What follows belongs to an exercise in optimizing a design on an open flow for small area and a short achievable clock period; a production flow would make more cautious choices. The RTL was checked by simulation tests, not by an equivalence proof against the original design.

## design.v

```verilog
module DOUBLY_PIPELINE(clk,xi,yi,r,ang,xf,yf);
input signed [15:0] xi,yi;
input clk;
output signed [15:0] r,ang;
output signed [15:0] xf,yf;
reg signed [15:6] xr, yr;   
reg signed [15:0] a2,a3,a4,a5,a6,a7,a8;
reg signed [15:0] b2,b3,b4,b5,b6,b7;
reg        t2;
reg [1:0]  t3;
reg [2:0]  t4;
reg [3:0]  t5;
reg [4:0]  t6;
reg [5:0]  t7;
reg [5:0]  t8;
reg signed [15:0] x2,x3,x4,x5,x6,x7,x8;
reg signed [15:0] y2,y3,y4,y5,y6,y7,y8;
reg signed [15:0] r_q, xf_q, yf_q;
reg [13:0] ang_q;
reg svn2, svn3, svn4, svn5, svn6;         
reg dxn1, dxn2, dxn3, dxn4, dxn5, dxn6;   
wire [15:0] sc_r, sc_x, sc_y;
scale16 u_sr(.v(a8), .q(sc_r));
scale16 u_sx(.v(x8), .q(sc_x));
scale16 u_sy(.v(y8), .q(sc_y));
wire signed [15:0] a1, b1;
wire c_a1, c_b1;
wire [5:0] a1lo_n, b1lo_n; wire ca_n, cb_n;
add6_skl u_a1lo(.a(xi[5:0]), .b(yi[5:0]), .cin(1'b0), .s(a1lo_n), .cout(ca_n));
add6_skl u_b1lo(.a(yi[5:0]), .b(~xi[5:0]), .cin(1'b1), .s(b1lo_n), .cout(cb_n));
reg [5:0] a1lo, b1lo; reg ca, cb;
wire [9:0] a1hi, b1hi;
add10_skl u_a1hi(.a(xr[15:6]), .b(yr[15:6]), .cin(ca), .s(a1hi), .cout(c_a1));
add10_skl u_b1hi(.a(yr[15:6]), .b(~xr[15:6]), .cin(cb), .s(b1hi), .cout(c_b1));
assign a1 = {a1hi, a1lo};
assign b1 = {b1hi, b1lo};
wire signed [15:0] sh_a2 = b1 >>> 1;
wire [15:0] n_a2; wire co_a2;
add_skl16 u_a2(.a(a1), .b(sh_a2 ^ {16{b1[15]}}), .cin(b1[15]), .s(n_a2), .cout(co_a2));
wire signed [15:0] sh_b2 = a1 >>> 1;
wire [15:0] n_b2; wire co_b2;
add_skl16 u_b2(.a(b1), .b(sh_b2 ^ {16{~b1[15]}}), .cin(~b1[15]), .s(n_b2), .cout(co_b2));
wire signed [15:0] sh_x2 = b1 >>> 1;
wire [15:0] n_x2; wire co_x2;
add_skl12 u_x2(.a(a1), .b(sh_x2 ^ {16{t3[0]}}), .cin(t3[0]), .s(n_x2), .cout(co_x2));
wire signed [15:0] sh_y2 = a1 >>> 1;
wire [15:0] n_y2; wire co_y2;
add_skl12 u_y2(.a(b1), .b(sh_y2 ^ {16{~t3[0]}}), .cin(~t3[0]), .s(n_y2), .cout(co_y2));
wire signed [15:0] sh_a3 = b2 >>> 2;
wire [15:0] n_a3; wire co_a3;
add_skl10 u_a3(.a(a2), .b(sh_a3 ^ {16{b2[15]}}), .cin(b2[15]), .s(n_a3), .cout(co_a3));
wire signed [15:0] sh_b3 = a2 >>> 2;
wire [15:0] n_b3; wire co_b3;
add_skl10 u_b3(.a(b2), .b(sh_b3 ^ {16{~b2[15]}}), .cin(~b2[15]), .s(n_b3), .cout(co_b3));
wire signed [15:0] sh_a4 = b3 >>> 3;
wire [15:0] n_a4; wire co_a4;
add_skl8 u_a4(.a(a3), .b(sh_a4 ^ {16{b3[15]}}), .cin(b3[15]), .s(n_a4), .cout(co_a4));
wire signed [15:0] sh_b4 = a3 >>> 3;
wire [15:0] n_b4; wire co_b4;
add_skl10 u_b4(.a(b3), .b(sh_b4 ^ {16{~b3[15]}}), .cin(~b3[15]), .s(n_b4), .cout(co_b4));
wire signed [15:0] sh_a5 = b4 >>> 4;
wire [15:0] n_a5; wire co_a5;
add_skl8 u_a5(.a(a4), .b(sh_a5 ^ {16{b4[15]}}), .cin(b4[15]), .s(n_a5), .cout(co_a5));
wire signed [15:0] sh_b5 = a4 >>> 4;
wire [15:0] n_b5; wire co_b5;
add_skl10 u_b5(.a(b4), .b(sh_b5 ^ {16{~b4[15]}}), .cin(~b4[15]), .s(n_b5), .cout(co_b5));
wire signed [15:0] sh_a6 = b5 >>> 5;
wire [15:0] n_a6; wire co_a6;
add_skl8 u_a6(.a(a5), .b(sh_a6 ^ {16{b5[15]}}), .cin(b5[15]), .s(n_a6), .cout(co_a6));
wire signed [15:0] sh_b6 = a5 >>> 5;
wire [15:0] n_b6; wire co_b6;
add_skl10 u_b6(.a(b5), .b(sh_b6 ^ {16{~b5[15]}}), .cin(~b5[15]), .s(n_b6), .cout(co_b6));
wire signed [15:0] sh_a7 = b6 >>> 6;
wire [15:0] n_a7; wire co_a7;
add_skl8 u_a7(.a(a6), .b(sh_a7 ^ {16{b6[15]}}), .cin(b6[15]), .s(n_a7), .cout(co_a7));
wire signed [15:0] sh_b7 = a6 >>> 6;
wire [15:0] n_b7; wire co_b7;
add_skl10 u_b7(.a(b6), .b(sh_b7 ^ {16{~b6[15]}}), .cin(~b6[15]), .s(n_b7), .cout(co_b7));
wire signed [15:0] sh_a8 = b7 >>> 7;
wire [15:0] n_a8; wire co_a8;
add_skl8 u_a8(.a(a7), .b(sh_a8 ^ {16{b7[15]}}), .cin(b7[15]), .s(n_a8), .cout(co_a8));
wire signed [15:0] sh_x3 = y2 >>> 2;
wire [15:0] n_x3; wire co_x3;
add_skl10 u_x3(.a(x2), .b(sh_x3 ^ {16{t4[1]}}), .cin(t4[1]), .s(n_x3), .cout(co_x3));
wire signed [15:0] sh_y3 = x2 >>> 2;
wire [15:0] n_y3; wire co_y3;
add_skl10 u_y3(.a(y2), .b(sh_y3 ^ {16{~t4[1]}}), .cin(~t4[1]), .s(n_y3), .cout(co_y3));
wire signed [15:0] sh_x4 = y3 >>> 3;
wire [15:0] n_x4; wire co_x4;
add_skl10 u_x4(.a(x3), .b(sh_x4 ^ {16{t5[2]}}), .cin(t5[2]), .s(n_x4), .cout(co_x4));
wire signed [15:0] sh_y4 = x3 >>> 3;
wire [15:0] n_y4; wire co_y4;
add_skl10 u_y4(.a(y3), .b(sh_y4 ^ {16{~t5[2]}}), .cin(~t5[2]), .s(n_y4), .cout(co_y4));
wire signed [15:0] sh_x5 = y4 >>> 4;
wire [15:0] n_x5; wire co_x5;
add_skl10 u_x5(.a(x4), .b(sh_x5 ^ {16{t6[3]}}), .cin(t6[3]), .s(n_x5), .cout(co_x5));
wire signed [15:0] sh_y5 = x4 >>> 4;
wire [15:0] n_y5; wire co_y5;
add_skl10 u_y5(.a(y4), .b(sh_y5 ^ {16{~t6[3]}}), .cin(~t6[3]), .s(n_y5), .cout(co_y5));
wire signed [15:0] sh_x6 = y5 >>> 5;
wire [15:0] n_x6; wire co_x6;
add_skl10 u_x6(.a(x5), .b(sh_x6 ^ {16{t7[4]}}), .cin(t7[4]), .s(n_x6), .cout(co_x6));
wire signed [15:0] sh_y6 = x5 >>> 5;
wire [15:0] n_y6; wire co_y6;
add_skl10 u_y6(.a(y5), .b(sh_y6 ^ {16{~t7[4]}}), .cin(~t7[4]), .s(n_y6), .cout(co_y6));
wire signed [15:0] sh_x7 = y6 >>> 6;
wire [15:0] n_x7; wire co_x7;
add_skl10 u_x7(.a(x6), .b(sh_x7 ^ {16{t8[5]}}), .cin(t8[5]), .s(n_x7), .cout(co_x7));
wire signed [15:0] sh_y7 = x6 >>> 6;
wire [15:0] n_y7; wire co_y7;
add_skl10 u_y7(.a(y6), .b(sh_y7 ^ {16{~t8[5]}}), .cin(~t8[5]), .s(n_y7), .cout(co_y7));
wire signed [15:0] sh_x8 = y7 >>> 7;
wire [15:0] n_x8; wire co_x8;
add_skl8 u_x8(.a(x7), .b(sh_x8 ^ {16{1'b1}}), .cin(1'b1), .s(n_x8), .cout(co_x8));
wire signed [15:0] sh_y8 = x7 >>> 7;
wire [15:0] n_y8; wire co_y8;
add_skl8 u_y8(.a(y7), .b(sh_y8 ^ {16{1'b0}}), .cin(1'b0), .s(n_y8), .cout(co_y8));
wire [13:0] ang_half = 14'd4928 - (t8[0] ? 14'd2657 : 14'd0) - (t8[1] ? 14'd1404 : 14'd0)
                     - (t8[2] ? 14'd713 : 14'd0) - (t8[3] ? 14'd358 : 14'd0)
                     - (t8[4] ? 14'd179 : 14'd0) - (t8[5] ? 14'd89 : 14'd0);
always @(posedge clk) begin
  xr <= xi[15:6];
  yr <= yi[15:6];
  a1lo <= a1lo_n; b1lo <= b1lo_n; ca <= ca_n; cb <= cb_n;
  a2 <= n_a2; b2 <= n_b2;
  a3 <= n_a3; b3 <= n_b3;
  a4 <= n_a4; b4 <= n_b4;
  a5 <= n_a5; b5 <= n_b5;
  a6 <= n_a6; b6 <= n_b6;
  a7 <= n_a7; b7 <= n_b7;
  a8 <= n_a8;
  t2 <= b1[15];
  t3 <= {b2[15], t2};
  t4 <= {b3[15], t3};
  t5 <= {b4[15], t4};
  t6 <= {b5[15], t5};
  t7 <= {b6[15], t6};
  t8 <= t7;
  x2 <= n_x2; y2 <= n_y2;
  x3 <= n_x3; y3 <= n_y3;
  x4 <= n_x4; y4 <= n_y4;
  x5 <= n_x5; y5 <= n_y5;
  x6 <= n_x6; y6 <= n_y6;
  x7 <= n_x7; y7 <= n_y7;
  x8 <= n_x8; y8 <= n_y8;
  r_q   <= sc_r;
  xf_q  <= sc_x;
  yf_q  <= sc_y;
  ang_q <= ang_half;
end
assign r = r_q;
assign xf = xf_q;
assign yf = yf_q;
assign ang = {ang_q[13], ang_q, 1'b0};
endmodule
module add10_skl(input [9:0] a, b, input cin, output [9:0] s, output cout);
wire [9:0] p = a ^ b; wire [9:0] g = a & b;
wire gg0 = g[0] | (p[0] & cin);
wire gg1 = g[2] | (p[2] & g[1]); wire pp1 = p[2] & p[1];
wire gg2 = g[4] | (p[4] & g[3]); wire pp2 = p[4] & p[3];
wire gg3 = g[6] | (p[6] & g[5]); wire pp3 = p[6] & p[5];
wire gg4 = g[8] | (p[8] & g[7]); wire pp4 = p[8] & p[7];
wire gg5 = g[1] | (p[1] & gg0);
wire gg6 = gg1 | (pp1 & gg0);
wire gg7 = g[5] | (p[5] & gg2); wire pp7 = p[5] & pp2;
wire gg8 = gg3 | (pp3 & gg2); wire pp8 = pp3 & pp2;
wire gg9 = g[9] | (p[9] & gg4); wire pp9 = p[9] & pp4;
wire gg10 = g[3] | (p[3] & gg6);
wire gg11 = gg2 | (pp2 & gg6);
wire gg12 = gg7 | (pp7 & gg6);
wire gg13 = gg8 | (pp8 & gg6);
wire gg14 = g[7] | (p[7] & gg13);
wire gg15 = gg4 | (pp4 & gg13);
wire gg16 = gg9 | (pp9 & gg13);
assign s[0] = p[0] ^ cin;
assign s[1] = p[1] ^ gg0;
assign s[2] = p[2] ^ gg5;
assign s[3] = p[3] ^ gg6;
assign s[4] = p[4] ^ gg10;
assign s[5] = p[5] ^ gg11;
assign s[6] = p[6] ^ gg12;
assign s[7] = p[7] ^ gg13;
assign s[8] = p[8] ^ gg14;
assign s[9] = p[9] ^ gg15;
assign cout = gg16;
endmodule
module add6_skl(input [5:0] a, b, input cin, output [5:0] s, output cout);
wire [5:0] p = a ^ b; wire [5:0] g = a & b;
wire gg0 = g[0] | (p[0] & cin);
wire gg1 = g[2] | (p[2] & g[1]); wire pp1 = p[2] & p[1];
wire gg2 = g[4] | (p[4] & g[3]); wire pp2 = p[4] & p[3];
wire gg3 = g[1] | (p[1] & gg0);
wire gg4 = gg1 | (pp1 & gg0);
wire gg5 = g[5] | (p[5] & gg2); wire pp5 = p[5] & pp2;
wire gg6 = g[3] | (p[3] & gg4);
wire gg7 = gg2 | (pp2 & gg4);
wire gg8 = gg5 | (pp5 & gg4);
assign s[0] = p[0] ^ cin;
assign s[1] = p[1] ^ gg0;
assign s[2] = p[2] ^ gg3;
assign s[3] = p[3] ^ gg4;
assign s[4] = p[4] ^ gg6;
assign s[5] = p[5] ^ gg7;
assign cout = gg8;
endmodule
module add_skl10(input [15:0] a, b, input cin, output [15:0] s, output cout);
wire [15:0] p = a ^ b; wire [15:0] g = a & b;
wire gg0 = g[0] | (p[0] & cin);
wire gg1 = g[2] | (p[2] & g[1]); wire pp1 = p[2] & p[1];
wire gg2 = g[4] | (p[4] & g[3]); wire pp2 = p[4] & p[3];
wire gg3 = g[6] | (p[6] & g[5]); wire pp3 = p[6] & p[5];
wire gg4 = g[8] | (p[8] & g[7]); wire pp4 = p[8] & p[7];
wire gg5 = g[1] | (p[1] & gg0);
wire gg6 = gg1 | (pp1 & gg0);
wire gg7 = g[5] | (p[5] & gg2); wire pp7 = p[5] & pp2;
wire gg8 = gg3 | (pp3 & gg2); wire pp8 = pp3 & pp2;
wire gg9 = g[9] | (p[9] & gg4); wire pp9 = p[9] & pp4;
wire gg10 = g[3] | (p[3] & gg6);
wire gg11 = gg2 | (pp2 & gg6);
wire gg12 = gg7 | (pp7 & gg6);
wire gg13 = gg8 | (pp8 & gg6);
wire gg14 = g[7] | (p[7] & gg13);
wire gg15 = gg4 | (pp4 & gg13);
wire gg16 = gg9 | (pp9 & gg13);
assign s[0] = p[0] ^ cin;
assign s[1] = p[1] ^ gg0;
assign s[2] = p[2] ^ gg5;
assign s[3] = p[3] ^ gg6;
assign s[4] = p[4] ^ gg10;
assign s[5] = p[5] ^ gg11;
assign s[6] = p[6] ^ gg12;
assign s[7] = p[7] ^ gg13;
assign s[8] = p[8] ^ gg14;
assign s[9] = p[9] ^ gg15;
wire [16:10] c; assign c[10] = gg16;
assign s[10] = a[10]^b[10]^c[10]; assign c[11] = (a[10]&b[10]) | (c[10]&(a[10]^b[10]));
assign s[11] = a[11]^b[11]^c[11]; assign c[12] = (a[11]&b[11]) | (c[11]&(a[11]^b[11]));
assign s[12] = a[12]^b[12]^c[12]; assign c[13] = (a[12]&b[12]) | (c[12]&(a[12]^b[12]));
assign s[13] = a[13]^b[13]^c[13]; assign c[14] = (a[13]&b[13]) | (c[13]&(a[13]^b[13]));
assign s[14] = a[14]^b[14]^c[14]; assign c[15] = (a[14]&b[14]) | (c[14]&(a[14]^b[14]));
assign s[15] = a[15]^b[15]^c[15]; assign c[16] = (a[15]&b[15]) | (c[15]&(a[15]^b[15]));
assign cout = c[16];
endmodule
module add_skl12(input [15:0] a, b, input cin, output [15:0] s, output cout);
wire [15:0] p = a ^ b; wire [15:0] g = a & b;
wire gg0 = g[0] | (p[0] & cin);
wire gg1 = g[2] | (p[2] & g[1]); wire pp1 = p[2] & p[1];
wire gg2 = g[4] | (p[4] & g[3]); wire pp2 = p[4] & p[3];
wire gg3 = g[6] | (p[6] & g[5]); wire pp3 = p[6] & p[5];
wire gg4 = g[8] | (p[8] & g[7]); wire pp4 = p[8] & p[7];
wire gg5 = g[10] | (p[10] & g[9]); wire pp5 = p[10] & p[9];
wire gg6 = g[1] | (p[1] & gg0);
wire gg7 = gg1 | (pp1 & gg0);
wire gg8 = g[5] | (p[5] & gg2); wire pp8 = p[5] & pp2;
wire gg9 = gg3 | (pp3 & gg2); wire pp9 = pp3 & pp2;
wire gg10 = g[9] | (p[9] & gg4); wire pp10 = p[9] & pp4;
wire gg11 = gg5 | (pp5 & gg4); wire pp11 = pp5 & pp4;
wire gg12 = g[3] | (p[3] & gg7);
wire gg13 = gg2 | (pp2 & gg7);
wire gg14 = gg8 | (pp8 & gg7);
wire gg15 = gg9 | (pp9 & gg7);
wire gg16 = g[11] | (p[11] & gg11); wire pp16 = p[11] & pp11;
wire gg17 = g[7] | (p[7] & gg15);
wire gg18 = gg4 | (pp4 & gg15);
wire gg19 = gg10 | (pp10 & gg15);
wire gg20 = gg11 | (pp11 & gg15);
wire gg21 = gg16 | (pp16 & gg15);
assign s[0] = p[0] ^ cin;
assign s[1] = p[1] ^ gg0;
assign s[2] = p[2] ^ gg6;
assign s[3] = p[3] ^ gg7;
assign s[4] = p[4] ^ gg12;
assign s[5] = p[5] ^ gg13;
assign s[6] = p[6] ^ gg14;
assign s[7] = p[7] ^ gg15;
assign s[8] = p[8] ^ gg17;
assign s[9] = p[9] ^ gg18;
assign s[10] = p[10] ^ gg19;
assign s[11] = p[11] ^ gg20;
wire [16:12] c; assign c[12] = gg21;
assign s[12] = a[12]^b[12]^c[12]; assign c[13] = (a[12]&b[12]) | (c[12]&(a[12]^b[12]));
assign s[13] = a[13]^b[13]^c[13]; assign c[14] = (a[13]&b[13]) | (c[13]&(a[13]^b[13]));
assign s[14] = a[14]^b[14]^c[14]; assign c[15] = (a[14]&b[14]) | (c[14]&(a[14]^b[14]));
assign s[15] = a[15]^b[15]^c[15]; assign c[16] = (a[15]&b[15]) | (c[15]&(a[15]^b[15]));
assign cout = c[16];
endmodule
module add_skl16(input [15:0] a, b, input cin, output [15:0] s, output cout);
wire [15:0] p = a ^ b; wire [15:0] g = a & b;
wire gg0 = g[0] | (p[0] & cin);
wire gg1 = g[2] | (p[2] & g[1]); wire pp1 = p[2] & p[1];
wire gg2 = g[4] | (p[4] & g[3]); wire pp2 = p[4] & p[3];
wire gg3 = g[6] | (p[6] & g[5]); wire pp3 = p[6] & p[5];
wire gg4 = g[8] | (p[8] & g[7]); wire pp4 = p[8] & p[7];
wire gg5 = g[10] | (p[10] & g[9]); wire pp5 = p[10] & p[9];
wire gg6 = g[12] | (p[12] & g[11]); wire pp6 = p[12] & p[11];
wire gg7 = g[14] | (p[14] & g[13]); wire pp7 = p[14] & p[13];
wire gg8 = g[1] | (p[1] & gg0);
wire gg9 = gg1 | (pp1 & gg0);
wire gg10 = g[5] | (p[5] & gg2); wire pp10 = p[5] & pp2;
wire gg11 = gg3 | (pp3 & gg2); wire pp11 = pp3 & pp2;
wire gg12 = g[9] | (p[9] & gg4); wire pp12 = p[9] & pp4;
wire gg13 = gg5 | (pp5 & gg4); wire pp13 = pp5 & pp4;
wire gg14 = g[13] | (p[13] & gg6); wire pp14 = p[13] & pp6;
wire gg15 = gg7 | (pp7 & gg6); wire pp15 = pp7 & pp6;
wire gg16 = g[3] | (p[3] & gg9);
wire gg17 = gg2 | (pp2 & gg9);
wire gg18 = gg10 | (pp10 & gg9);
wire gg19 = gg11 | (pp11 & gg9);
wire gg20 = g[11] | (p[11] & gg13); wire pp20 = p[11] & pp13;
wire gg21 = gg6 | (pp6 & gg13); wire pp21 = pp6 & pp13;
wire gg22 = gg14 | (pp14 & gg13); wire pp22 = pp14 & pp13;
wire gg23 = gg15 | (pp15 & gg13); wire pp23 = pp15 & pp13;
wire gg24 = g[7] | (p[7] & gg19);
wire gg25 = gg4 | (pp4 & gg19);
wire gg26 = gg12 | (pp12 & gg19);
wire gg27 = gg13 | (pp13 & gg19);
wire gg28 = gg20 | (pp20 & gg19);
wire gg29 = gg21 | (pp21 & gg19);
wire gg30 = gg22 | (pp22 & gg19);
wire gg31 = gg23 | (pp23 & gg19);
wire gg32 = g[15] | (p[15] & gg31);
assign s[0] = p[0] ^ cin;
assign s[1] = p[1] ^ gg0;
assign s[2] = p[2] ^ gg8;
assign s[3] = p[3] ^ gg9;
assign s[4] = p[4] ^ gg16;
assign s[5] = p[5] ^ gg17;
assign s[6] = p[6] ^ gg18;
assign s[7] = p[7] ^ gg19;
assign s[8] = p[8] ^ gg24;
assign s[9] = p[9] ^ gg25;
assign s[10] = p[10] ^ gg26;
assign s[11] = p[11] ^ gg27;
assign s[12] = p[12] ^ gg28;
assign s[13] = p[13] ^ gg29;
assign s[14] = p[14] ^ gg30;
assign s[15] = p[15] ^ gg31;
assign cout = gg32;
endmodule
module add_skl8(input [15:0] a, b, input cin, output [15:0] s, output cout);
wire [15:0] p = a ^ b; wire [15:0] g = a & b;
wire gg0 = g[0] | (p[0] & cin);
wire gg1 = g[2] | (p[2] & g[1]); wire pp1 = p[2] & p[1];
wire gg2 = g[4] | (p[4] & g[3]); wire pp2 = p[4] & p[3];
wire gg3 = g[6] | (p[6] & g[5]); wire pp3 = p[6] & p[5];
wire gg4 = g[1] | (p[1] & gg0);
wire gg5 = gg1 | (pp1 & gg0);
wire gg6 = g[5] | (p[5] & gg2); wire pp6 = p[5] & pp2;
wire gg7 = gg3 | (pp3 & gg2); wire pp7 = pp3 & pp2;
wire gg8 = g[3] | (p[3] & gg5);
wire gg9 = gg2 | (pp2 & gg5);
wire gg10 = gg6 | (pp6 & gg5);
wire gg11 = gg7 | (pp7 & gg5);
wire gg12 = g[7] | (p[7] & gg11);
assign s[0] = p[0] ^ cin;
assign s[1] = p[1] ^ gg0;
assign s[2] = p[2] ^ gg4;
assign s[3] = p[3] ^ gg5;
assign s[4] = p[4] ^ gg8;
assign s[5] = p[5] ^ gg9;
assign s[6] = p[6] ^ gg10;
assign s[7] = p[7] ^ gg11;
wire [16:8] c; assign c[8] = gg12;
assign s[8] = a[8]^b[8]^c[8]; assign c[9] = (a[8]&b[8]) | (c[8]&(a[8]^b[8]));
assign s[9] = a[9]^b[9]^c[9]; assign c[10] = (a[9]&b[9]) | (c[9]&(a[9]^b[9]));
assign s[10] = a[10]^b[10]^c[10]; assign c[11] = (a[10]&b[10]) | (c[10]&(a[10]^b[10]));
assign s[11] = a[11]^b[11]^c[11]; assign c[12] = (a[11]&b[11]) | (c[11]&(a[11]^b[11]));
assign s[12] = a[12]^b[12]^c[12]; assign c[13] = (a[12]&b[12]) | (c[12]&(a[12]^b[12]));
assign s[13] = a[13]^b[13]^c[13]; assign c[14] = (a[13]&b[13]) | (c[13]&(a[13]^b[13]));
assign s[14] = a[14]^b[14]^c[14]; assign c[15] = (a[14]&b[14]) | (c[14]&(a[14]^b[14]));
assign s[15] = a[15]^b[15]^c[15]; assign c[16] = (a[15]&b[15]) | (c[15]&(a[15]^b[15]));
assign cout = c[16];
endmodule
module scale16(input [15:0] v, output [15:0] q);
wire [15:0] nv = ~v;
wire fs0 = v[13] ^ v[7]; wire fc0 = v[13] & v[7];
wire fs1 = v[14] ^ v[8] ^ v[5]; wire fc1 = (v[14] & v[8]) | (v[14] & v[5]) | (v[8] & v[5]);
wire fs2 = nv[12] ^ nv[10]; wire fc2 = nv[12] & nv[10];
wire fs3 = v[9] ^ v[6] ^ nv[15]; wire fc3 = (v[9] & v[6]) | (v[9] & nv[15]) | (v[6] & nv[15]);
wire fs4 = v[13] ^ v[11] ^ v[3]; wire fc4 = (v[13] & v[11]) | (v[13] & v[3]) | (v[11] & v[3]);
wire fs5 = v[10] ^ v[7] ^ nv[14]; wire fc5 = (v[10] & v[7]) | (v[10] & nv[14]) | (v[7] & nv[14]);
wire fs6 = nv[12] ^ nv[4]; wire fc6 = nv[12] & nv[4];
wire fs7 = v[15] ^ v[11] ^ v[8]; wire fc7 = (v[15] & v[11]) | (v[15] & v[8]) | (v[11] & v[8]);
wire fs8 = v[13] ^ v[5] ^ v[3]; wire fc8 = (v[13] & v[5]) | (v[13] & v[3]) | (v[5] & v[3]);
wire fs9 = v[12] ^ v[9] ^ nv[14]; wire fc9 = (v[12] & v[9]) | (v[12] & nv[14]) | (v[9] & nv[14]);
wire fs10 = nv[6] ^ nv[4]; wire fc10 = nv[6] & nv[4];
wire fs11 = v[15] ^ v[13] ^ v[10]; wire fc11 = (v[15] & v[13]) | (v[15] & v[10]) | (v[13] & v[10]);
wire fs12 = v[14] ^ v[11] ^ v[0]; wire fc12 = (v[14] & v[11]) | (v[14] & v[0]) | (v[11] & v[0]);
wire fs13 = v[12] ^ v[1]; wire fc13 = v[12] & v[1];
wire fs14 = v[13] ^ v[2] ^ v[0]; wire fc14 = (v[13] & v[2]) | (v[13] & v[0]) | (v[2] & v[0]);
wire fs15 = v[14] ^ v[3] ^ v[1]; wire fc15 = (v[14] & v[3]) | (v[14] & v[1]) | (v[3] & v[1]);
wire fs16 = v[15] ^ nv[11]; wire fc16 = v[15] & nv[11];
wire fs17 = v[4] ^ v[2] ^ nv[15]; wire fc17 = (v[4] & v[2]) | (v[4] & nv[15]) | (v[2] & nv[15]);
wire fs18 = v[5] ^ v[3]; wire fc18 = v[5] & v[3];
wire fs19 = v[6] ^ v[4]; wire fc19 = v[6] & v[4];
wire fs20 = v[11] ^ v[5] ^ v[2]; wire fc20 = (v[11] & v[5]) | (v[11] & v[2]) | (v[5] & v[2]);
wire fs21 = v[12] ^ v[6] ^ v[3]; wire fc21 = (v[12] & v[6]) | (v[12] & v[3]) | (v[6] & v[3]);
wire fs22 = nv[10] ^ nv[8]; wire fc22 = nv[10] & nv[8];
wire fs23 = fs0 ^ v[4] ^ nv[11]; wire fc23 = (fs0 & v[4]) | (fs0 & nv[11]) | (v[4] & nv[11]);
wire fs24 = v[9] ^ v[1] ^ v[15]; wire fc24 = (v[9] & v[1]) | (v[9] & v[15]) | (v[1] & v[15]);
wire fs25 = fc0 ^ fs1 ^ fs2; wire fc25 = (fc0 & fs1) | (fc0 & fs2) | (fs1 & fs2);
wire fs26 = v[2] ^ v[0] ^ ~1'b1; wire fc26 = (v[2] & v[0]) | (v[2] & ~1'b1) | (v[0] & ~1'b1);
wire fs27 = fc1 ^ fc2 ^ fs3; wire fc27 = (fc1 & fc2) | (fc1 & fs3) | (fc2 & fs3);
wire fs28 = fs4 ^ v[1] ^ ~1'b1; wire fc28 = (fs4 & v[1]) | (fs4 & ~1'b1) | (v[1] & ~1'b1);
wire fs29 = fc3 ^ fs5 ^ fs6; wire fc29 = (fc3 & fs5) | (fc3 & fs6) | (fs5 & fs6);
wire fs30 = fc4 ^ v[2] ^ ~1'b1; wire fc30 = (fc4 & v[2]) | (fc4 & ~1'b1) | (v[2] & ~1'b1);
wire fs31 = fc5 ^ fc6 ^ fs7; wire fc31 = (fc5 & fc6) | (fc5 & fs7) | (fc6 & fs7);
wire fs32 = fs8 ^ v[0] ^ ~1'b1; wire fc32 = (fs8 & v[0]) | (fs8 & ~1'b1) | (v[0] & ~1'b1);
wire fs33 = fc7 ^ fs9 ^ fs10; wire fc33 = (fc7 & fs9) | (fc7 & fs10) | (fs9 & fs10);
wire fs34 = fc8 ^ v[1] ^ ~1'b1; wire fc34 = (fc8 & v[1]) | (fc8 & ~1'b1) | (v[1] & ~1'b1);
wire fs35 = fc9 ^ fc10 ^ fs11; wire fc35 = (fc9 & fc10) | (fc9 & fs11) | (fc10 & fs11);
wire fs36 = v[7] ^ v[5] ^ v[2]; wire fc36 = (v[7] & v[5]) | (v[7] & v[2]) | (v[5] & v[2]);
wire fs37 = fc11 ^ fs12 ^ nv[8]; wire fc37 = (fc11 & fs12) | (fc11 & nv[8]) | (fs12 & nv[8]);
wire fs38 = v[6] ^ v[3] ^ ~1'b1; wire fc38 = (v[6] & v[3]) | (v[6] & ~1'b1) | (v[3] & ~1'b1);
wire fs39 = fc12 ^ fs13 ^ nv[15]; wire fc39 = (fc12 & fs13) | (fc12 & nv[15]) | (fs13 & nv[15]);
wire fs40 = v[9] ^ v[7] ^ v[4]; wire fc40 = (v[9] & v[7]) | (v[9] & v[4]) | (v[7] & v[4]);
wire fs41 = fc13 ^ fs14 ^ nv[10]; wire fc41 = (fc13 & fs14) | (fc13 & nv[10]) | (fs14 & nv[10]);
wire fs42 = v[8] ^ v[5] ^ ~1'b1; wire fc42 = (v[8] & v[5]) | (v[8] & ~1'b1) | (v[5] & ~1'b1);
wire fs43 = fc14 ^ fs15 ^ fs16; wire fc43 = (fc14 & fs15) | (fc14 & fs16) | (fs15 & fs16);
wire fs44 = v[9] ^ v[6] ^ ~1'b1; wire fc44 = (v[9] & v[6]) | (v[9] & ~1'b1) | (v[6] & ~1'b1);
wire fs45 = fc15 ^ fc16 ^ fs17; wire fc45 = (fc15 & fc16) | (fc15 & fs17) | (fc16 & fs17);
wire fs46 = v[12] ^ v[10] ^ v[7]; wire fc46 = (v[12] & v[10]) | (v[12] & v[7]) | (v[10] & v[7]);
wire fs47 = fc17 ^ fs18 ^ nv[13]; wire fc47 = (fc17 & fs18) | (fc17 & nv[13]) | (fs18 & nv[13]);
wire fs48 = v[11] ^ v[8] ^ ~1'b1; wire fc48 = (v[11] & v[8]) | (v[11] & ~1'b1) | (v[8] & ~1'b1);
wire fs49 = fc18 ^ fs19 ^ nv[14]; wire fc49 = (fc18 & fs19) | (fc18 & nv[14]) | (fs19 & nv[14]);
wire fs50 = v[12] ^ v[9] ^ ~1'b1; wire fc50 = (v[12] & v[9]) | (v[12] & ~1'b1) | (v[9] & ~1'b1);
wire fs51 = fc19 ^ v[15] ^ v[7]; wire fc51 = (fc19 & v[15]) | (fc19 & v[7]) | (v[15] & v[7]);
wire fs52 = nv[5] ^ v[13] ^ v[10]; wire fc52 = (nv[5] & v[13]) | (nv[5] & v[10]) | (v[13] & v[10]);
wire fs53 = v[8] ^ v[6] ^ nv[14]; wire fc53 = (v[8] & v[6]) | (v[8] & nv[14]) | (v[6] & nv[14]);
wire fs54 = nv[11] ^ 1'b1; wire fc54 = nv[11] & 1'b1;
wire fs55 = v[15] ^ v[9] ^ v[7]; wire fc55 = (v[15] & v[9]) | (v[15] & v[7]) | (v[9] & v[7]);
wire fs56 = v[10] ^ v[8]; wire fc56 = v[10] & v[8];
wire fs57 = v[11] ^ v[9]; wire fc57 = v[11] & v[9];
wire fs58 = fs20 ^ nv[9]; wire fc58 = fs20 & nv[9];
wire fs59 = fc20 ^ fs21 ^ fs22; wire fc59 = (fc20 & fs21) | (fc20 & fs22) | (fs21 & fs22);
wire fs60 = fc21 ^ fc22 ^ fs23; wire fc60 = (fc21 & fc22) | (fc21 & fs23) | (fc22 & fs23);
wire fs61 = fc23 ^ fs25 ^ ~fc24; wire fc61 = (fc23 & fs25) | (fc23 & ~fc24) | (fs25 & ~fc24);
wire fs62 = fc25 ^ fs27 ^ ~fc26; wire fc62 = (fc25 & fs27) | (fc25 & ~fc26) | (fs27 & ~fc26);
wire fs63 = fc27 ^ fs29 ^ ~fc28; wire fc63 = (fc27 & fs29) | (fc27 & ~fc28) | (fs29 & ~fc28);
wire fs64 = fc29 ^ fs31 ^ ~fc30; wire fc64 = (fc29 & fs31) | (fc29 & ~fc30) | (fs31 & ~fc30);
wire fs65 = fc31 ^ fs33 ^ ~fc32; wire fc65 = (fc31 & fs33) | (fc31 & ~fc32) | (fs33 & ~fc32);
wire fs66 = fc33 ^ fs35 ^ ~fc34; wire fc66 = (fc33 & fs35) | (fc33 & ~fc34) | (fs35 & ~fc34);
wire fs67 = fc35 ^ fs37 ^ ~fc36; wire fc67 = (fc35 & fs37) | (fc35 & ~fc36) | (fs37 & ~fc36);
wire fs68 = fc37 ^ fs39 ^ ~fc38; wire fc68 = (fc37 & fs39) | (fc37 & ~fc38) | (fs39 & ~fc38);
wire fs69 = fc39 ^ fs41 ^ ~fc40; wire fc69 = (fc39 & fs41) | (fc39 & ~fc40) | (fs41 & ~fc40);
wire fs70 = fc41 ^ fs43 ^ ~fc42; wire fc70 = (fc41 & fs43) | (fc41 & ~fc42) | (fs43 & ~fc42);
wire fs71 = fc43 ^ fs45 ^ ~fc44; wire fc71 = (fc43 & fs45) | (fc43 & ~fc44) | (fs45 & ~fc44);
wire fs72 = fc45 ^ fs47 ^ ~fc46; wire fc72 = (fc45 & fs47) | (fc45 & ~fc46) | (fs47 & ~fc46);
wire fs73 = fc47 ^ fs49 ^ ~fc48; wire fc73 = (fc47 & fs49) | (fc47 & ~fc48) | (fs49 & ~fc48);
wire fs74 = fc49 ^ fs51 ^ ~fc50; wire fc74 = (fc49 & fs51) | (fc49 & ~fc50) | (fs51 & ~fc50);
wire fs75 = fc51 ^ fs53 ^ fs54; wire fc75 = (fc51 & fs53) | (fc51 & fs54) | (fs53 & fs54);
wire fs76 = fc53 ^ fc54 ^ fs55; wire fc76 = (fc53 & fc54) | (fc53 & fs55) | (fc54 & fs55);
wire fs77 = fc55 ^ fs56 ^ nv[13]; wire fc77 = (fc55 & fs56) | (fc55 & nv[13]) | (fs56 & nv[13]);
wire fs78 = fc56 ^ fs57 ^ nv[14]; wire fc78 = (fc56 & fs57) | (fc56 & nv[14]) | (fs57 & nv[14]);
wire fs79 = fc57 ^ v[15] ^ v[12]; wire fc79 = (fc57 & v[15]) | (fc57 & v[12]) | (v[15] & v[12]);
wire fs80 = v[13] ^ v[11]; wire fc80 = v[13] & v[11];
wire fs81 = v[14] ^ v[12]; wire fc81 = v[14] & v[12];
wire fs82 = fs58 ^ nv[7]; wire fc82 = fs58 & nv[7];
wire fs83 = fc58 ^ fs59 ^ nv[0]; wire fc83 = (fc58 & fs59) | (fc58 & nv[0]) | (fs59 & nv[0]);
wire fs84 = fc59 ^ fs60 ^ ~fs24; wire fc84 = (fc59 & fs60) | (fc59 & ~fs24) | (fs60 & ~fs24);
wire fs85 = fc60 ^ fs61 ^ ~fs26; wire fc85 = (fc60 & fs61) | (fc60 & ~fs26) | (fs61 & ~fs26);
wire fs86 = fc61 ^ fs62 ^ ~fs28; wire fc86 = (fc61 & fs62) | (fc61 & ~fs28) | (fs62 & ~fs28);
wire fs87 = fc62 ^ fs63 ^ ~fs30; wire fc87 = (fc62 & fs63) | (fc62 & ~fs30) | (fs63 & ~fs30);
wire fs88 = fc63 ^ fs64 ^ ~fs32; wire fc88 = (fc63 & fs64) | (fc63 & ~fs32) | (fs64 & ~fs32);
wire fs89 = fc64 ^ fs65 ^ ~fs34; wire fc89 = (fc64 & fs65) | (fc64 & ~fs34) | (fs65 & ~fs34);
wire fs90 = fc65 ^ fs66 ^ ~fs36; wire fc90 = (fc65 & fs66) | (fc65 & ~fs36) | (fs66 & ~fs36);
wire fs91 = fc66 ^ fs67 ^ ~fs38; wire fc91 = (fc66 & fs67) | (fc66 & ~fs38) | (fs67 & ~fs38);
wire fs92 = fc67 ^ fs68 ^ ~fs40; wire fc92 = (fc67 & fs68) | (fc67 & ~fs40) | (fs68 & ~fs40);
wire fs93 = fc68 ^ fs69 ^ ~fs42; wire fc93 = (fc68 & fs69) | (fc68 & ~fs42) | (fs69 & ~fs42);
wire fs94 = fc69 ^ fs70 ^ ~fs44; wire fc94 = (fc69 & fs70) | (fc69 & ~fs44) | (fs70 & ~fs44);
wire fs95 = fc70 ^ fs71 ^ ~fs46; wire fc95 = (fc70 & fs71) | (fc70 & ~fs46) | (fs71 & ~fs46);
wire fs96 = fc71 ^ fs72 ^ ~fs48; wire fc96 = (fc71 & fs72) | (fc71 & ~fs48) | (fs72 & ~fs48);
wire fs97 = fc72 ^ fs73 ^ ~fs50; wire fc97 = (fc72 & fs73) | (fc72 & ~fs50) | (fs73 & ~fs50);
wire fs98 = fc73 ^ fs74 ^ ~fs52; wire fc98 = (fc73 & fs74) | (fc73 & ~fs52) | (fs74 & ~fs52);
wire fs99 = fc74 ^ fs75 ^ ~fc52; wire fc99 = (fc74 & fs75) | (fc74 & ~fc52) | (fs75 & ~fc52);
wire fs100 = fc75 ^ fs76 ^ nv[12]; wire fc100 = (fc75 & fs76) | (fc75 & nv[12]) | (fs76 & nv[12]);
wire fs101 = fc76 ^ fs77 ^ 1'b1; wire fc101 = (fc76 & fs77) | (fc76 & 1'b1) | (fs77 & 1'b1);
wire fs102 = fc77 ^ fs78 ^ 1'b1; wire fc102 = (fc77 & fs78) | (fc77 & 1'b1) | (fs78 & 1'b1);
wire fs103 = fc78 ^ fs79 ^ v[10]; wire fc103 = (fc78 & fs79) | (fc78 & v[10]) | (fs79 & v[10]);
wire fs104 = fc79 ^ fs80 ^ 1'b1; wire fc104 = (fc79 & fs80) | (fc79 & 1'b1) | (fs80 & 1'b1);
wire fs105 = fc80 ^ fs81 ^ 1'b1; wire fc105 = (fc80 & fs81) | (fc80 & 1'b1) | (fs81 & 1'b1);
wire fs106 = fc81 ^ v[13] ^ nv[15]; wire fc106 = (fc81 & v[13]) | (fc81 & nv[15]) | (v[13] & nv[15]);
wire fs107 = v[14] ^ 1'b1; wire fc107 = v[14] & 1'b1;
wire [27:0] ra = {1'b1, fc107, fc106, fc105, fc104, fc103, fc102, fc101, fc100, fc99, fc98, fc97, fc96, fc95, fc94, fc93, fc92, fc91, fc90, fc89, fc88, fc87, fc86, fc85, fc84, fc83, fc82, fs82};
wire [27:0] rb = {1'b0, nv[15], fs107, fs106, fs105, fs104, fs103, fs102, fs101, fs100, fs99, fs98, fs97, fs96, fs95, fs94, fs93, fs92, fs91, fs90, fs89, fs88, fs87, fs86, fs85, fs84, fs83, 1'b1};
wire [27:0] rs; wire rco;
scale16_fin u_fin(.a(ra), .b(rb), .cin(1'b0), .s(rs), .cout(rco));
assign q = rs[27:12];
endmodule
module scale16_fin(input [27:0] a, b, input cin, output [27:0] s, output cout);
wire [27:0] p = a ^ b; wire [27:0] g = a & b;
wire gg0 = g[0] | (p[0] & cin);
wire gg1 = g[2] | (p[2] & g[1]); wire pp1 = p[2] & p[1];
wire gg2 = g[4] | (p[4] & g[3]); wire pp2 = p[4] & p[3];
wire gg3 = g[6] | (p[6] & g[5]); wire pp3 = p[6] & p[5];
wire gg4 = g[8] | (p[8] & g[7]); wire pp4 = p[8] & p[7];
wire gg5 = g[10] | (p[10] & g[9]); wire pp5 = p[10] & p[9];
wire gg6 = g[12] | (p[12] & g[11]); wire pp6 = p[12] & p[11];
wire gg7 = g[14] | (p[14] & g[13]); wire pp7 = p[14] & p[13];
wire gg8 = g[16] | (p[16] & g[15]); wire pp8 = p[16] & p[15];
wire gg9 = g[18] | (p[18] & g[17]); wire pp9 = p[18] & p[17];
wire gg10 = g[20] | (p[20] & g[19]); wire pp10 = p[20] & p[19];
wire gg11 = g[22] | (p[22] & g[21]); wire pp11 = p[22] & p[21];
wire gg12 = g[24] | (p[24] & g[23]); wire pp12 = p[24] & p[23];
wire gg13 = g[26] | (p[26] & g[25]); wire pp13 = p[26] & p[25];
wire gg14 = g[1] | (p[1] & gg0);
wire gg15 = gg1 | (pp1 & gg0);
wire gg16 = g[5] | (p[5] & gg2); wire pp16 = p[5] & pp2;
wire gg17 = gg3 | (pp3 & gg2); wire pp17 = pp3 & pp2;
wire gg18 = g[9] | (p[9] & gg4); wire pp18 = p[9] & pp4;
wire gg19 = gg5 | (pp5 & gg4); wire pp19 = pp5 & pp4;
wire gg20 = g[13] | (p[13] & gg6); wire pp20 = p[13] & pp6;
wire gg21 = gg7 | (pp7 & gg6); wire pp21 = pp7 & pp6;
wire gg22 = g[17] | (p[17] & gg8); wire pp22 = p[17] & pp8;
wire gg23 = gg9 | (pp9 & gg8); wire pp23 = pp9 & pp8;
wire gg24 = g[21] | (p[21] & gg10); wire pp24 = p[21] & pp10;
wire gg25 = gg11 | (pp11 & gg10); wire pp25 = pp11 & pp10;
wire gg26 = g[25] | (p[25] & gg12); wire pp26 = p[25] & pp12;
wire gg27 = gg13 | (pp13 & gg12); wire pp27 = pp13 & pp12;
wire gg28 = g[3] | (p[3] & gg15);
wire gg29 = gg2 | (pp2 & gg15);
wire gg30 = gg16 | (pp16 & gg15);
wire gg31 = gg17 | (pp17 & gg15);
wire gg32 = g[11] | (p[11] & gg19); wire pp32 = p[11] & pp19;
wire gg33 = gg6 | (pp6 & gg19); wire pp33 = pp6 & pp19;
wire gg34 = gg20 | (pp20 & gg19); wire pp34 = pp20 & pp19;
wire gg35 = gg21 | (pp21 & gg19); wire pp35 = pp21 & pp19;
wire gg36 = g[19] | (p[19] & gg23); wire pp36 = p[19] & pp23;
wire gg37 = gg10 | (pp10 & gg23); wire pp37 = pp10 & pp23;
wire gg38 = gg24 | (pp24 & gg23); wire pp38 = pp24 & pp23;
wire gg39 = gg25 | (pp25 & gg23); wire pp39 = pp25 & pp23;
wire gg40 = g[27] | (p[27] & gg27); wire pp40 = p[27] & pp27;
wire gg41 = g[7] | (p[7] & gg31);
wire gg42 = gg4 | (pp4 & gg31);
wire gg43 = gg18 | (pp18 & gg31);
wire gg44 = gg19 | (pp19 & gg31);
wire gg45 = gg32 | (pp32 & gg31);
wire gg46 = gg33 | (pp33 & gg31);
wire gg47 = gg34 | (pp34 & gg31);
wire gg48 = gg35 | (pp35 & gg31);
wire gg49 = g[23] | (p[23] & gg39); wire pp49 = p[23] & pp39;
wire gg50 = gg12 | (pp12 & gg39); wire pp50 = pp12 & pp39;
wire gg51 = gg26 | (pp26 & gg39); wire pp51 = pp26 & pp39;
wire gg52 = gg27 | (pp27 & gg39); wire pp52 = pp27 & pp39;
wire gg53 = gg40 | (pp40 & gg39); wire pp53 = pp40 & pp39;
wire gg54 = g[15] | (p[15] & gg48);
wire gg55 = gg8 | (pp8 & gg48);
wire gg56 = gg22 | (pp22 & gg48);
wire gg57 = gg23 | (pp23 & gg48);
wire gg58 = gg36 | (pp36 & gg48);
wire gg59 = gg37 | (pp37 & gg48);
wire gg60 = gg38 | (pp38 & gg48);
wire gg61 = gg39 | (pp39 & gg48);
wire gg62 = gg49 | (pp49 & gg48);
wire gg63 = gg50 | (pp50 & gg48);
wire gg64 = gg51 | (pp51 & gg48);
wire gg65 = gg52 | (pp52 & gg48);
wire gg66 = gg53 | (pp53 & gg48);
assign s[0] = p[0] ^ cin;
assign s[1] = p[1] ^ gg0;
assign s[2] = p[2] ^ gg14;
assign s[3] = p[3] ^ gg15;
assign s[4] = p[4] ^ gg28;
assign s[5] = p[5] ^ gg29;
assign s[6] = p[6] ^ gg30;
assign s[7] = p[7] ^ gg31;
assign s[8] = p[8] ^ gg41;
assign s[9] = p[9] ^ gg42;
assign s[10] = p[10] ^ gg43;
assign s[11] = p[11] ^ gg44;
assign s[12] = p[12] ^ gg45;
assign s[13] = p[13] ^ gg46;
assign s[14] = p[14] ^ gg47;
assign s[15] = p[15] ^ gg48;
assign s[16] = p[16] ^ gg54;
assign s[17] = p[17] ^ gg55;
assign s[18] = p[18] ^ gg56;
assign s[19] = p[19] ^ gg57;
assign s[20] = p[20] ^ gg58;
assign s[21] = p[21] ^ gg59;
assign s[22] = p[22] ^ gg60;
assign s[23] = p[23] ^ gg61;
assign s[24] = p[24] ^ gg62;
assign s[25] = p[25] ^ gg63;
assign s[26] = p[26] ^ gg64;
assign s[27] = p[27] ^ gg65;
assign cout = gg66;
endmodule
```

## flow/run.sh

```bash
#!/bin/bash
set -euo pipefail
export BUFFER_PORTS_ARGS="-buffer_cell sky130_fd_sc_hd__buf_2"
export SETUP_SLACK_MARGIN=16.5
bash standard.sh > standard_flow.log 2>&1
```

## standard.sh

```bash
#!/bin/bash
# synth_recipe.tcl (not shown) runs the flow's synth.tcl, then flattens the netlist and writes it again
# the make line also repeats each setting of config.mk as NAME=value (left out here)
make -C /OpenROAD-flow-scripts/flow DESIGN_CONFIG=/design/flow/config.mk WORK_HOME=/design/flow/orfs CLKGATE_MAP_FILE= SYNTH_SCRIPT=/design/flow/synth_recipe.tcl "${@:-finish}"
```

## config.mk

```make
export PLATFORM = sky130hd
export DESIGN_NAME = DOUBLY_PIPELINE
export DESIGN_NICKNAME = DOUBLY_PIPELINE
export VERILOG_FILES = /design/flow/design.v
export SDC_FILE = /design/flow/constraint.sdc
export NUM_CORES = 4
export LEC_CHECK = 0
export CAP_MARGIN = 20
export CORE_MARGIN = 2
export CORE_UTILIZATION = 40
export CTS_BUF_LIST = sky130_fd_sc_hd__clkbuf_8 sky130_fd_sc_hd__clkbuf_16
export CTS_CLUSTER_DIAMETER = 200
export CTS_CLUSTER_SIZE = 25
export SLEW_MARGIN = 20
```

## constraint.sdc

```tcl
create_clock -name core_clock -period 22.0 [get_ports {clk}]
set_input_delay 4.4000 -clock core_clock [delete_from_list [all_inputs] [get_ports {clk}]]
set_output_delay 4.4000 -clock core_clock [all_outputs]
set_load 0.01 [all_outputs]
```

==> flow_metrics.py, run 1 <==
metrics = {
    "outcome": {
        "outcome": "no timing/DRC/antenna violations",
    },
    "synth": {
        "synth-xor-area-share_pct": 12.70,
        "synthTopCellsByArea": "dfxtp_1 (29%), fa_1 (24%), ha_1 (17%)",
        "synthSimpleGateAreaFrac_pct": 2.970,
        "synthAdderAreaFrac_pct": 40.24,
        "synth.avg_cell_area_sq_um": 10.95,
        "yosys_warnings": 1,
        "synth.area.mux_share_pct": 0.3833,
        "synth_top_flop_cell": "dfxtp_1",
        "synth_area_sq_mm": 0.03754,
        "synth_enable_flop_cells": 0,
        "synthTopCellsByCount": "inv_1 (753), dfxtp_1 (545), ha_1 (500), fa_1 (442), xnor2_1 (280)",
        "synth_cells": 3427,
        "synth_compound_area_share_pct": 6.646,
        "synth_top_area_cell": "dfxtp_1",
        "syn_nets": 4402,
        "yosys.cell_types.count": 59,
        "synth_top_family_by_area": "adder cells",
        "synthArstFlopShare_pct": 0,
        "yosysMostFrequentCell": "inv_1",
        "synth_top_area_share_pct": 29.06,
        "ys_seq_area_share_pct": 29.06,
        "ys_ff_latch": 545,
    },
    "global_routing": {
        "grt_max_degree": 30,
        "first_global_vias": 21879,
        "grt_usage_pct": 13.78,
        "gr-total-overflow": 0,
        "grt_pass1_wl_mm": 108.3,
        "antenna_found_initial": 1,
    },
    "hold_path": {
        "hold_depth": 0,
        "hold_path.class": "register to register",
    },
    "placement": {
        "post-dp-hpwl_mm": 54.07,
        "gp_congestion": 0.8722,
        "io_buffers": 95,
    },
    "cts": {
        "clock_sinks": 545,
        "cts_tree": "done",
        "clockBufferDepth": 3,
        "clk_latency_ns": 0.61,
        "clk_pin_slew_ns": 0.12,
        "root_buffer": "clkbuf_16",
        "cts_buffers": 25,
        "cts_max_level": 1,
    },
    "setup_path": {
        "crit_fanout": 1,
        "crit_buf_inv": 1,
        "crit_slowest_cell": "dfxtp_2",
        "critPathCaptureType": "primary output",
        "critPathLaunchType": "register",
        "cp.arrival_ns": 1.06,
        "path_depth": 1,
        "r2r.worst_path.cells": 17,
        "crit_family": "flip-flops",
        "path_class": "register to primary output",
        "critPathRequiredTime_ns": 17.60,
        "crit_chain": "buf_6",
        "slowest_delay_ns": 0.34,
    },
    "sta": {
        "rsz0062_at_grt": "true",
        "hold_viol_final": 0,
        "fin_crit_sh_pct": 24.82,
        "holdWs_ns": 0.3247,
        "setup_viol": 0,
        "finalMaxSlewViolations": 0,
        "fmax_mhz": 183.2,
        "setup_tns_ns": 0,
        "period_needed_ns": 5.459,
        "fin_skew_ns": 0.03769,
        "max_slew_margin_pct": 50.14,
        "tightest_slew_ns": 0.7426,
    },
    "floorplan": {
        "boundaryPins": 97,
        "start_util_pct": 40.28,
        "die_w_um": 310.3,
        "dieArea_sq_mm": 0.09631,
        "core-area_sq_mm": 0.09319,
        "placementRows": 112,
        "die_h_um": 310.3,
    },
    "cells_and_area": {
        "layout-drive-gt1-share_pct": 6.831,
        "syn_to_final_growth_pct": 7.640,
        "num_antenna_cells": 0,
        "ff_latch_area_sq_mm": 0.01096,
        "nets": 4503,
        "multi_input_area_sq_mm": 0.02369,
        "fillers": 8891,
    },
    "routing": {
        "wl_mm": 63.41,
        "drt_iter0_drc": 594,
        "drtPass1Iterations": 4,
        "drc": 0,
        "vias": 20583,
        "viasPerCell": 4.304,
        "drt.antenna.violating_nets": 0,
        "wl_per_cell_um": 13.26,
    },
    "run": {
        "cap_violations": 0,
    },
}
## layout by cell type (no fill, tap or decap), types with 18 or more instances in the layout
cell / n
dfxtp_1: 509
o21bai_1: 28
buf_2: 81
o21ai_0: 32
clkbuf_16: 25
nand2_1: 28
a21oi_1: 115
dfxtp_2: 35
xnor2_1: 280
nand2b_1: 38
xor2_1: 259
nor2_1: 66
fa_1: 441
nor3_1: 18
inv_1: 749
nor2b_1: 20
ha_1: 498
a31o_2: 20
a21o_1: 113
## cell type report
class / count / share of cell area (%)
repair buffers: 112 / 1.709
inverters: 755 / 7.069
clock inverters: 2 / 0.04026
flip-flops and latches: 545 / 27.12
clock buffers: 25 / 1.548
well taps: 1254 / 3.883
multi-input cells: 2089 / 58.63
## cell families (layout without fill, tap and decap cells)
| logic type | count (synthesis) | count (layout) |
|---|---|---|
| xor+xnor | 541 | 541 |
| compound gates | 371 | 371 |
| mux | 13 | 13 |
| other cells | 1 | 1 |
| flops | 545 | 545 |
| fa+ha+maj | 942 | 942 |
| buf+inv | 793 | 894 |
| simple gates | 221 | 221 |
## what timing repair did
item,4_1_cts,5_1_grt
setup buffers,0,3
hold buffers,0,0
endpoints found under the setup margin,21,43
resized for setup,19,45
pin swaps,0,1
endpoints found under the hold margin,0,0
## routing by layer
metal	GRT usage (%)	part of all wire, %	vias to the layer above
li1	-	-	10729
met1	18.02	47	9575
met2	24.23	48	202
met3	1.383	2.7	75
met4	3.786	2.7	2
met5	0	0.021	-
## worst paths after layout
check          start  endpoint  slack [ns]
max reg2reg    x7[8]    y8[15]       16.84
min            t4[2]     t5[2]        0.32
min reg2reg    t4[2]     t5[2]        0.32
max          yf_q[0]     yf[0]       16.54
## stage by stage
stage	area (sq um)	util, %	instances	setup WS [ns]
after floorplan	37580	-	3427	16.48
after global placement	39560	42.45	4752	16.05
after detailed placement	39560	42.45	4752	15.93
after CTS	40250	43.19	4779	16.48
after global routing	40410	43.36	4782	16.46
final	40410	43.36	4782	16.54
==> run 2, diff against run 1 <==
--- a/config.mk
+++ b/config.mk
@@ -7,8 +7,8 @@
 export LEC_CHECK = 0
 export CAP_MARGIN = 20
 export CORE_MARGIN = 2
-export CORE_UTILIZATION = 40
-export CTS_BUF_LIST = sky130_fd_sc_hd__clkbuf_8 sky130_fd_sc_hd__clkbuf_16
+export CORE_UTILIZATION = 60
 export CTS_CLUSTER_DIAMETER = 200
 export CTS_CLUSTER_SIZE = 25
+export PLACE_DENSITY = 0.72
 export SLEW_MARGIN = 20
==> run 2 against run 1 <==
Maximum frequency grew 0.24%. Global-route usage up 8.0 points. First-iteration DRC count grew 3.7%. Critical path type unchanged. Critical endpoint is now yf[3].
==> flow_metrics.py, run 2 <==
metrics = {
    "outcome": {
        "outcome": "no timing/DRC/antenna violations",
    },
    "placement": {
        "gp_congestion": 0.9366,
        "dp.cells": 4334,
        "dpl_worst_slack_ns": 15.96,
        "post-dp-hpwl_mm": 57.49,
        "io_buffers": 95,
    },
    "run": {
        "cap_violations": 0,
    },
    "cells_and_area": {
        "nets": 4500,
        "instances_no_fill": 4362,
        "layout_common_cells": "inv_1 (750), dfxtp_1 (524), ha_1 (498)",
        "final_util_pct": 64.34,
        "syn_to_final_growth_pct": 5.966,
        "layout_commonest_cell": "inv_1",
        "num_antenna_cells": 0,
        "layout-drive-gt1-share_pct": 6.241,
    },
    "synth": {
        "synth.avg_cell_area_sq_um": 10.95,
        "yosys_warnings": 1,
        "synth_cells": 3427,
        "synthTopCellsByArea": "dfxtp_1 (29%), fa_1 (24%), ha_1 (17%)",
        "syn_nets": 4402,
        "yosys.cell_types.count": 59,
        "synthArstFlopShare_pct": 0,
        "ys_seq_area_share_pct": 29.06,
        "ys_ff_latch": 545,
        "synthTopCellsByCount": "inv_1 (753), dfxtp_1 (545), ha_1 (500), fa_1 (442), xnor2_1 (280)",
        "synth_top_area_cell": "dfxtp_1",
        "synth_top_flop_cell": "dfxtp_1",
        "yosysMostFrequentCell": "inv_1",
        "synth_top_area_share_pct": 29.06,
        "synth_area_sq_mm": 0.03754,
        "synth_enable_flop_cells": 0,
    },
    "cts": {
        "clockBufferDepth": 3,
        "cts_hold_buf": 0,
        "cts_max_level": 1,
        "clock_sinks": 545,
        "clk_pin_slew_ns": 0.10,
        "clk_latency_ns": 0.59,
        "cts_buffers": 25,
        "root_buffer": "clkbuf_16",
        "cts_tree": "done",
    },
    "setup_path": {
        "crit_buf_inv": 1,
        "slowest_delay_ns": 0.34,
        "crit_chain": "buf_6",
        "cp.arrival_ns": 1.05,
        "crit_family": "flip-flops",
        "crit_fanout": 1,
        "critPathRequiredTime_ns": 17.60,
        "critPathLaunchType": "register",
        "crit_slowest_cell": "dfxtp_2",
        "critPathCaptureType": "primary output",
        "path_class": "register to primary output",
    },
    "hold_path": {
        "hold_path.class": "register to register",
    },
    "global_routing": {
        "antenna_found_initial": 0,
        "grtUsageMet1_pct": 25.00,
        "grt_use_met2_pct": 42.28,
        "grt_pass1_wl_mm": 114.2,
        "grt_usage_pct": 21.82,
        "use_met3_pct": 1.970,
        "first_global_vias": 24131,
        "gr-max-usage-layer": "met2",
        "grt_max_degree": 30,
        "gr-total-overflow": 0,
    },
    "sta": {
        "finalMaxSlewViolations": 0,
        "holdWs_ns": 0.3344,
        "setup_tns_ns": 0,
        "tightest_slew_ns": 1.094,
        "max_slew_margin_pct": 26.52,
        "hold_viol_final": 0,
        "setup_slack_ns": 16.55,
        "period_needed_ns": 5.447,
        "setup_viol": 0,
        "fin_crit_sh_pct": 24.76,
        "fin_skew_ns": 0.03519,
        "rsz0062_at_grt": "true",
        "fmax_mhz": 183.6,
    },
    "routing": {
        "drc": 0,
        "wl_per_cell_um": 15.23,
        "viasPerCell": 4.941,
        "drt.antenna.violating_nets": 0,
        "drt_iter0_drc": 616,
        "vias": 21553,
        "wl_mm": 66.45,
        "drtPass1Iterations": 5,
    },
    "floorplan": {
        "placementRows": 91,
        "die_w_um": 254.1,
        "core-area_sq_mm": 0.06183,
        "dieArea_sq_mm": 0.06458,
        "die_h_um": 254.1,
        "start_util_pct": 60.72,
        "boundaryPins": 97,
    },
}
[run 2: logic make-up after synthesis]
logic type	Yosys count	synth area share, %
adder cells (fa/ha/maj)	942	40.24
buffers and inverters	793	7.989
flip-flops	545	29.06
XOR/XNOR	541	12.70
AO/OA/AOI/OAI	371	6.646
AND/OR/NAND/NOR	221	2.970
multiplexers	13	0.3833
other	1	0.009990
[run 2: cell type report]
cell class / count / area, sq um
clock buffer: 25 / 625.6
clock inverter: 2 / 16.27
fill: 4887 / 22050
inverter: 755 / 2853
multi-input combinational: 2089 / 23680
sequential: 545 / 10940
tap: 837 / 1047
timing repair buffer: 109 / 618.1
[run 2: worst paths after layout]
check | start | end | slack [ns] | cells after the start
worst max-delay path | yf_q[3] | yf[3] | 16.55 | 1
worst min-delay path | t7[2] | t8[2] | 0.33 | 0
worst max register to register | yr[6] | x2[15] | 16.65 | 16
worst min register to register | t7[2] | t8[2] | 0.33 | 0
[run 2: per-stage QoR]
stage	instance area [sq um]
global placement	39030
detailed placement	39030
floorplan	37580
CTS	39710
finish	39780
global route	39780
[run 2: repair_timing]
item	4_1_cts	5_1_grt
setup buffers	0	1
resized for setup	14	24
pin swaps	0	1
setup endpoints to repair	10	39
[run 2: metal layers]
layer	routed length, um	share of wire [%]
met5	0	0
met2	35840	54
met4	2339	3.5
met1	26830	40
met3	1440	2.2
==> run 3, diff against run 2 <==
--- a/config.mk
+++ b/config.mk
@@ -7,8 +7,7 @@
 export LEC_CHECK = 0
 export CAP_MARGIN = 20
 export CORE_MARGIN = 2
-export CORE_UTILIZATION = 60
-export CTS_CLUSTER_DIAMETER = 200
-export CTS_CLUSTER_SIZE = 25
-export PLACE_DENSITY = 0.72
+export CORE_UTILIZATION = 40
+export CTS_CLUSTER_DIAMETER = 150
+export CTS_CLUSTER_SIZE = 20
 export SLEW_MARGIN = 20
==> run 3 against run 2 <==
Via count is 4.5% lower. Clock skew is 0.0020 ns lower. Setup slack got worse by 0.022 ns. Sequential share of layout area shrank 0.53 points. Synthesized area did not move. Sequential cell count did not move. Critical path depth is the same. Register-to-register slack improved by 0.19 ns.
==> flow_metrics.py, run 3 <==
metrics = {
    "setup_path": {
        "timing.rr.end": "r_q[14]",
        "r2r.worst_path.cells": 17,
        "crit_chain": "buf_6",
        "r2r_slack_ns": 16.84,
        "crit_slowest_cell": "dfxtp_2",
        "critPathCaptureType": "primary output",
        "crit_family": "flip-flops",
        "critPathLaunchType": "register",
        "crit_buf_inv": 1,
        "critPathRequiredTime_ns": 17.60,
        "cp.arrival_ns": 1.07,
        "slowest_delay_ns": 0.34,
        "crit_fanout": 1,
        "path_class": "register to primary output",
        "r2r-start": "a8[5]",
    },
    "cells_and_area": {
        "nets": 4509,
        "instances_no_fill": 4788,
        "layout-drive-gt1-share_pct": 7.187,
        "layout_common_cells": "inv_1 (750), dfxtp_1 (500), ha_1 (498)",
        "num_antenna_cells": 0,
        "syn_to_final_growth_pct": 8.359,
        "layout_commonest_cell": "inv_1",
    },
    "cts": {
        "cts_max_level": 1,
        "clock_sinks": 545,
        "clockBufferDepth": 3,
        "cts_tree": "done",
        "cts_buffers": 31,
        "cts_hold_buf": 0,
        "root_buffer": "clkbuf_16",
        "clk_latency_ns": 0.62,
        "clk_pin_slew_ns": 0.09,
    },
    "placement": {
        "gp_congestion": 0.8722,
        "io_buffers": 95,
        "post-dp-hpwl_mm": 54.07,
        "dpl_worst_slack_ns": 15.93,
        "dp.cells": 4752,
    },
    "synth": {
        "synth_cells": 3427,
        "synth_top_area_cell": "dfxtp_1",
        "synthArstFlopShare_pct": 0,
        "synth_top_area_share_pct": 29.06,
        "yosys_warnings": 1,
        "synthTopCellsByCount": "inv_1 (753), dfxtp_1 (545), ha_1 (500), fa_1 (442), xnor2_1 (280)",
        "synthTopCellsByArea": "dfxtp_1 (29%), fa_1 (24%), ha_1 (17%)",
        "synth.avg_cell_area_sq_um": 10.95,
        "ys_seq_area_share_pct": 29.06,
        "synth_top_flop_cell": "dfxtp_1",
        "syn_nets": 4402,
        "yosysMostFrequentCell": "inv_1",
        "synth_area_sq_mm": 0.03754,
        "synth_enable_flop_cells": 0,
        "yosys.cell_types.count": 59,
        "ys_ff_latch": 545,
    },
    "routing": {
        "drc": 0,
        "drtPass1Iterations": 6,
        "vias": 20585,
        "viasPerCell": 4.299,
        "drt.antenna.violating_nets": 0,
        "wl_per_cell_um": 13.27,
        "wl_mm": 63.54,
        "drt_iter0_drc": 590,
    },
    "sta": {
        "setup_viol": 0,
        "fmax_mhz": 182.9,
        "rsz0062_at_grt": "true",
        "fin_crit_sh_pct": 24.86,
        "hold_viol_final": 0,
        "setup_tns_ns": 0,
        "tightest_slew_ns": 0.7624,
        "fin_skew_ns": 0.03317,
        "finalMaxSlewViolations": 0,
        "setup_slack_ns": 16.53,
        "period_needed_ns": 5.468,
        "max_slew_margin_pct": 48.81,
    },
    "floorplan": {
        "dieArea_sq_mm": 0.09631,
        "boundaryPins": 97,
        "placementRows": 112,
        "die_w_um": 310.3,
        "core-area_sq_mm": 0.09319,
        "die_h_um": 310.3,
        "start_util_pct": 40.28,
    },
    "hold_path": {
        "hold_depth": 0,
        "min_from": "t7[3]",
        "hold_end": "t8[3]",
        "hold_path.class": "register to register",
    },
    "global_routing": {
        "grt_pass1_wl_mm": 108.6,
        "gr-total-overflow": 0,
        "grt_usage_pct": 13.83,
        "grt_max_degree": 30,
        "first_global_vias": 21934,
        "antenna_found_initial": 0,
    },
    "outcome": {
        "outcome": "no timing/DRC/antenna violations",
    },
    "run": {
        "cap_violations": 0,
    },
}
run 3: metrics by stage:
| stage | area (sq um) | util [%] | hold slack (ns) |
|---|---|---|---|
| floorplan | 37580 | - | 0.3096 |
| global placement | 39560 | 42.45 | 0.3110 |
| detailed placement | 39560 | 42.45 | 0.3121 |
| CTS | 40420 | 43.37 | 0.3254 |
| global route | 40680 | 43.65 | 0.3305 |
| finish | 40680 | 43.65 | 0.3266 |
run 3: routing by layer:
metal | global-route usage, % | wire length (um) | vias up
met5 | 0 | 0 | -
met4 | 3.707 | 1652 | 0
met3 | 1.532 | 1830 | 70
met2 | 24.42 | 30720 | 218
met1 | 17.94 | 29340 | 9551
li1 | - | - | 10746
run 3: how the worst max path moves through the flow:
stage | from | to | slack [ns] | cells past startpoint
5_1_grt | yf_q[3] | yf[3] | 16.47 | 1
3_5_place_dp | x8[14] | xf_q[14] | 15.93 | 17
6_report | yf_q[3] | yf[3] | 16.53 | 1
3_3_place_gp | x8[14] | xf_q[14] | 16.05 | 17
4_1_cts | yf_q[7] | yf[7] | 16.46 | 1
2_1_floorplan | xi[1] | a1lo[4] | 16.48 | 7
run 3: kinds of logic (layout without fill, tap and decap cells):
| group | after synthesis | count (layout) | synth area share [%] |
|---|---|---|---|
| other | 1 | 1 | 0.009990 |
| buffers and inverters | 793 | 900 | 7.989 |
| flip-flops | 545 | 545 | 29.06 |
| AO/OA/AOI/OAI | 371 | 371 | 6.646 |
| adder cells (fa/ha/maj) | 942 | 942 | 40.24 |
| XOR/XNOR | 541 | 541 | 12.70 |
| AND/OR/NAND/NOR | 221 | 221 | 2.970 |
| multiplexers | 13 | 13 | 0.3833 |
run 3: worst reg2reg max path, cell delays in order (launching register included):
cell and delay (ns):
dfxtp_1 0.56, inv_1 0.20, fa_1 0.57, inv_1 0.05, fa_1 0.50, inv_1 0.06, fa_1 0.47, fa_1 0.51
inv_1 0.04, ha_1 0.27, a21o_1 0.11, a21o_1 0.15, a31oi_1 0.19, o41a_1 0.51, a311oi_1 0.41, a21o_1 0.20
a21o_1 0.14, xor2_1 0.13
run 3: area by class of cell:
| cell class | instances | area (sq um) |
|---|---|---|
| well taps | 1254 | 1569 |
| repair buffers | 112 | 809.5 |
| flip-flops and latches | 545 | 10970 |
| fillers | 8879 | 52510 |
| multi-input cells | 2089 | 23680 |
| clock inverters | 2 | 20.02 |
| inverters | 755 | 2853 |
| clock buffers | 31 | 775.7 |
run 3: timing repair:
action | in CTS | in global routing
pin swaps | 0 | 1
setup buffers | 0 | 3
endpoints found under the setup margin | 42 | 74
gates resized for setup | 19 | 69
endpoints found under the hold margin | 0 | 0

[afterwards: timing with drivers on the ports]
No port has a modelled driver above. Below, the same layouts with a new extraction and two added sets of constraints.
Step 1: set_driving_cell puts a clkbuf_16 on clk and a buf_2 on each other input, an assumption about the parent block.
Step 2 also shifts input and output timing later by t, the mid clock arrival at the registers, as if the neighbouring blocks saw the same clock.
a / b / c = no drivers / after step 1 / after step 2; a / b = the first two.
| run | t, ns | setup WS [ns] | hold slack, ns | slew at the worst register clock pin (ns) |
|---|---|---|---|---|
| run 1 | 0.656 | 16.540 / 16.479 / 16.144 | 0.325 / 0.325 / 0.325 | 0.12 / 0.12 |
| run 2 | 0.637 | 16.554 / 16.494 / 16.177 | 0.334 / 0.334 / 0.334 | 0.11 / 0.11 |
| run 3 | 0.664 | 16.532 / 16.471 / 16.127 | 0.327 / 0.327 / 0.327 | 0.09 / 0.09 |
After both steps every run listed still meets setup and hold. The setup slack of run 3, which loses most, moves by -0.061 ns with the drivers and by -0.405 ns with both steps.
